From an optimization exercise on the open Yosys and OpenROAD flow, aimed at small area; shortcuts taken in it are not production practice.
Function was checked by simulation only, so behaviour that the tests miss may differ from the original.
No driver is modelled on the clock port, so clock power and skew are understated where the tree is cut down; a real chip needs a root buffer or a tree.
Power is estimated from default activity; no workload was simulated.

== exp/delta ==
==> flow/design.v <==
`timescale 10ns / 1ns
module SpiController #(
    parameter CLOCK_DIVIDE = 2,   
    parameter FRAME_WIDTH = 32   
) (
    input clk_i,   
    input reset_i,   
    input start_i,   
    output is_idle_o,   
    output spi_sclk_o,   
    output spi_mosi_o,   
    input spi_miso_i,   
    output spi_cs_o,   
    output unsigned [FRAME_WIDTH-1:0] data_o,   
    input unsigned [FRAME_WIDTH-1:0] data_i   
);
    logic act_q;   
    logic [2:0] ph_q;   
    logic [5:0] cnt_q;   
    logic [31:0] shift_q;   
    logic [31:0] data_q;   
    logic fin;   
    logic ld, shr, hdr;   
    logic dn, hn;   
    assign fin = cnt_q[1] & cnt_q[2] & cnt_q[3];
    assign ld = ~act_q;
    assign shr = ph_q[2] & ~ph_q[1] & ~reset_i;   
    assign hdr = act_q & ~reset_i & ~shr;
    assign dn = ~act_q & fin & ~reset_i;
    assign hn = ~((~act_q & fin) | reset_i);
    always_ff @(posedge clk_i) begin
        act_q <= ~reset_i & ~fin & (act_q | start_i);
        ph_q[0] <= act_q & ~reset_i & ~ph_q[2];
        ph_q[1] <= ph_q[0];
        ph_q[2] <= act_q & ~reset_i & ph_q[1];
        cnt_q <= ({6{shr}} & {cnt_q[4:0], ~(cnt_q[0] ^ cnt_q[5])})
               | ({6{hdr}} & cnt_q);
        shift_q <= ({32{ld}} & data_i)
                 | ({32{shr}} & {shift_q[30:0], spi_miso_i})
                 | ({32{hdr}} & shift_q);
        data_q <= ({32{dn}} & shift_q) | ({32{hn}} & data_q);
    end
    assign spi_mosi_o = shift_q[31] & act_q & ~fin;
    assign spi_sclk_o = ph_q[2];
    assign spi_cs_o = ~act_q;
    assign is_idle_o = ~act_q & ~fin;
    assign data_o = data_q;
endmodule
Settings: LEC_CHECK=0, CAP_MARGIN=20, CORE_MARGIN=2, CORE_UTILIZATION=40, SLEW_MARGIN=20; clock period 5.0 ns.
standard.sh (not shown) runs the stock make flow with config.mk's settings and CLKGATE_MAP_FILE= SYNTH_SCRIPT=/design/flow/synth_recipe.tcl, a recipe that flattens the netlist after the stock synthesis.
==> flow/flow/run.sh <==
#!/bin/bash
# Standard ORFS synthesis, then the combinational logic is replaced by a
# hand-mapped equivalent (flow/remap.py, flip-flops kept as synthesized), then
# the standard ORFS layout with small port buffers and a flat clock buffering
# (flow/clkbuf.tcl, two levels of inverters) in place of ORFS's clock tree synthesis.
set -euo pipefail
export BUFFER_PORTS_ARGS="-buffer_cell sky130_fd_sc_hd__buf_1"
export PRE_CTS_TCL=$PWD/flow/clkbuf.tcl
export CLKBUF_GROUPS=6
export CLKBUF_CELL=sky130_fd_sc_hd__inv_4
export CLKBUF_ROOT=sky130_fd_sc_hd__inv_4
bash standard.sh synth > synth.log 2>&1
R=orfs/results/sky130hd/SpiController/base
cp $R/1_2_yosys.v std_synth_netlist.log
python3 flow/remap.py std_synth_netlist.log $R/1_2_yosys.v > remap.log 2>&1
rm -f $R/1_synth.odb $R/1_synth.sdc
bash standard.sh > layout.log 2>&1
==> flow/flow/clkbuf.tcl <==
# Replaces ORFS's clock tree synthesis by a flat two-level clock network:
# the flip-flops are split into CLKBUF_GROUPS equal groups by location
# (balanced k-means) and each group is driven by one CLKBUF_CELL placed at
# the group's centroid, fed from the clock port directly or, if CLKBUF_ROOT
# names a cell, through one root cell of that type.  The cells may be
# buffers or inverters (two levels of inverters keep the clock polarity).
# All flip-flops thus see the same number of stages.  Sourced as PRE_CTS_TCL;
# it overrides clock_tree_synthesis.
proc out_iterm { inst } {
  foreach it [$inst getITerms] {
    if {[$it isOutputSignal]} { return $it }
  }
}

proc flat_clock_buffers { ngroups cellname rootname } {
  set db [ord::get_db]
  set block [ord::get_db_block]
  set portnet [$block findNet clk_i]
  set clknet $portnet
  set master [$db findMaster $cellname]
  set sinks {}
  foreach it [$clknet getITerms] {
    set inst [$it getInst]
    set bb [$inst getBBox]
    lappend sinks [list $it [expr {([$bb xMin] + [$bb xMax]) / 2.0}] [expr {([$bb yMin] + [$bb yMax]) / 2.0}]]
  }
  set n [llength $sinks]
  # k-means, seeded by sinks spread along x
  set sorted [lsort -real -index 1 $sinks]
  set cents {}
  for {set g 0} {$g < $ngroups} {incr g} {
    set s [lindex $sorted [expr {int(($g + 0.5) * $n / $ngroups)}]]
    lappend cents [list [lindex $s 1] [lindex $s 2]]
  }
  # balanced k-means: each group takes at most ceil(n / ngroups) sinks,
  # assigned greedily by increasing distance to the group centres
  set cap [expr {($n + $ngroups - 1) / $ngroups}]
  for {set iter 0} {$iter < 30} {incr iter} {
    set pairs {}
    set i 0
    foreach s $sinks {
      for {set g 0} {$g < $ngroups} {incr g} {
        set c [lindex $cents $g]
        lappend pairs [list [expr {abs([lindex $s 1] - [lindex $c 0]) + abs([lindex $s 2] - [lindex $c 1])}] $i $g]
      }
      incr i
    }
    set pairs [lsort -real -index 0 $pairs]
    set assign [lrepeat $n -1]
    set fill [lrepeat $ngroups 0]
    foreach p $pairs {
      lassign $p d i g
      if {[lindex $assign $i] >= 0 || [lindex $fill $g] >= $cap} continue
      lset assign $i $g
      lset fill $g [expr {[lindex $fill $g] + 1}]
    }
    set newc {}
    for {set g 0} {$g < $ngroups} {incr g} {
      set sx 0; set sy 0; set k 0
      foreach s $sinks a $assign {
        if {$a == $g} { set sx [expr {$sx + [lindex $s 1]}]; set sy [expr {$sy + [lindex $s 2]}]; incr k }
      }
      if {$k > 0} { lappend newc [list [expr {$sx / $k}] [expr {$sy / $k}]] } else { lappend newc [lindex $cents $g] }
    }
    set cents $newc
  }
  if {$rootname != ""} {
    # one root buffer at the centroid of the group buffers
    set rinst [odb::dbInst_create $block [$db findMaster $rootname] "clkbuf_flat_root"]
    set clknet [odb::dbNet_create $block "clknet_flat_root"]
    $clknet setSigType CLOCK
    [$rinst findITerm A] connect $portnet
    [out_iterm $rinst] connect $clknet
    set sx 0; set sy 0
    foreach c $cents { set sx [expr {$sx + [lindex $c 0]}]; set sy [expr {$sy + [lindex $c 1]}] }
    $rinst setLocation [expr {int($sx / $ngroups)}] [expr {int($sy / $ngroups)}]
    $rinst setPlacementStatus PLACED
  }
  for {set g 0} {$g < $ngroups} {incr g} {
    set inst [odb::dbInst_create $block $master "clkbuf_flat_$g"]
    set net [odb::dbNet_create $block "clknet_flat_$g"]
    $net setSigType CLOCK
    [$inst findITerm A] connect $clknet
    [out_iterm $inst] connect $net
    set k 0
    foreach s $sinks a $assign {
      if {$a == $g} {
        set it [lindex $s 0]
        $it disconnect
        $it connect $net
        incr k
      }
    }
    set c [lindex $cents $g]
    $inst setLocation [expr {int([lindex $c 0])}] [expr {int([lindex $c 1])}]
    $inst setPlacementStatus PLACED
    puts "clock buffer clkbuf_flat_$g ($cellname): $k flip-flops"
  }
}

rename clock_tree_synthesis orfs_clock_tree_synthesis
proc clock_tree_synthesis { args } {
  flat_clock_buffers $::env(CLKBUF_GROUPS) $::env(CLKBUF_CELL) $::env(CLKBUF_ROOT)
  set_propagated_clock [all_clocks]
}
Other scripts of this flow, unchanged in this note and not shown: flow/flow/remap.py
exp/delta: PASS, flow complete, no timing, DRC or antenna violations
--- input diff exp/delta..exp/willow ---
diff --git a/flow/flow/clkbuf.tcl b/flow/flow/clkbuf.tcl
--- a/flow/flow/clkbuf.tcl
+++ b/flow/flow/clkbuf.tcl
@@ -1,8 +1,6 @@
-# Replaces ORFS's clock tree synthesis by a flat two-level clock network:
-# the flip-flops are split into CLKBUF_GROUPS equal groups by location
-# (balanced k-means) and each group is driven by one CLKBUF_CELL placed at
-# the group's centroid, fed from the clock port directly or, if CLKBUF_ROOT
-# names a cell, through one root cell of that type.  The cells may be
-# buffers or inverters (two levels of inverters keep the clock polarity).
-# All flip-flops thus see the same number of stages.  Sourced as PRE_CTS_TCL;
-# it overrides clock_tree_synthesis.
+# Replaces ORFS's clock tree synthesis by a flat clock buffering: the
+# flip-flops are split into CLKBUF_GROUPS groups by location (k-means) and
+# each group is driven by one CLKBUF_CELL buffer placed at the group's
+# centroid, fed from the clock port directly or, if CLKBUF_ROOT names a cell,
+# through one root buffer of that cell.  All flip-flops thus see the same
+# number of buffer stages.  Sourced as PRE_CTS_TCL; it overrides clock_tree_synthesis.
==> comparison <==
- Final wirelength: exp/willow vs exp/delta identical
- Compared with exp/delta, in exp/willow area of the die comparable; met2 usage in global routing held.
The following lists how exp/yarrow was set up differently from exp/willow:
diff --git a/flow/flow/run.sh b/flow/flow/run.sh
--- a/flow/flow/run.sh
+++ b/flow/flow/run.sh
@@ -9,2 +9,2 @@
-export CLKBUF_GROUPS=6
-export CLKBUF_CELL=sky130_fd_sc_hd__inv_4
+export CLKBUF_GROUPS=11
+export CLKBUF_CELL=sky130_fd_sc_hd__inv_2
==> run summary <==
- Looking at sequential fraction of design power, exp/yarrow sits 0.2 points below exp/willow.
- Non-filler instance count after layout: exp/willow and exp/yarrow compared, higher one is exp/yarrow
- Between exp/willow and exp/yarrow, the post-layout total power figures differ only marginally.
- Delta(internal power contribution, exp/yarrow - exp/willow) < 0
- When the final numbers for exp/willow and exp/yarrow were put side by side, the total number of vias turned out to be smaller in exp/willow.
- Summary of the comparison: number of filler instances in the final layout is higher in exp/yarrow, relative to exp/willow.
- Of exp/willow and exp/yarrow, exp/yarrow shows the higher data arrival at the endpoint of the critical path, with exp/willow below it.
- exp/yarrow has maximum clock frequency below what exp/willow had.
No run of this note takes its clock network from TritonCTS; it comes from the design's own scripts or RTL.

[what the ideal ports hide]
Ports are ideal in the flow. The routed layouts listed here were re-timed in OpenROAD.
Step 1: set_driving_cell puts a clkbuf_16 on clk_i and a buf_2 on each other input, an assumption about the parent block.
Step 2, shift: input delay + t, output delay - t, t = (earliest + latest rising clock arrival at the registers) / 2. This alone moves slack from input paths to output paths.
Three values: ideal, step 1, step 2; two values: the first two.
run	shift t [ns]	setup WS [ns]	clock arrival spread, ns
exp/delta	0.226	2.271 / 2.283 / 2.056	0.026 / 0.027
exp/willow	0.226	2.271 / 2.283 / 2.056	0.026 / 0.027
exp/yarrow	0.236	2.248 / 2.263 / 2.027	0.014 / 0.014
After both steps every run listed still meets setup and hold. The setup slack of exp/yarrow, which loses most, moves by +0.015 ns with the drivers and by -0.221 ns with both steps.
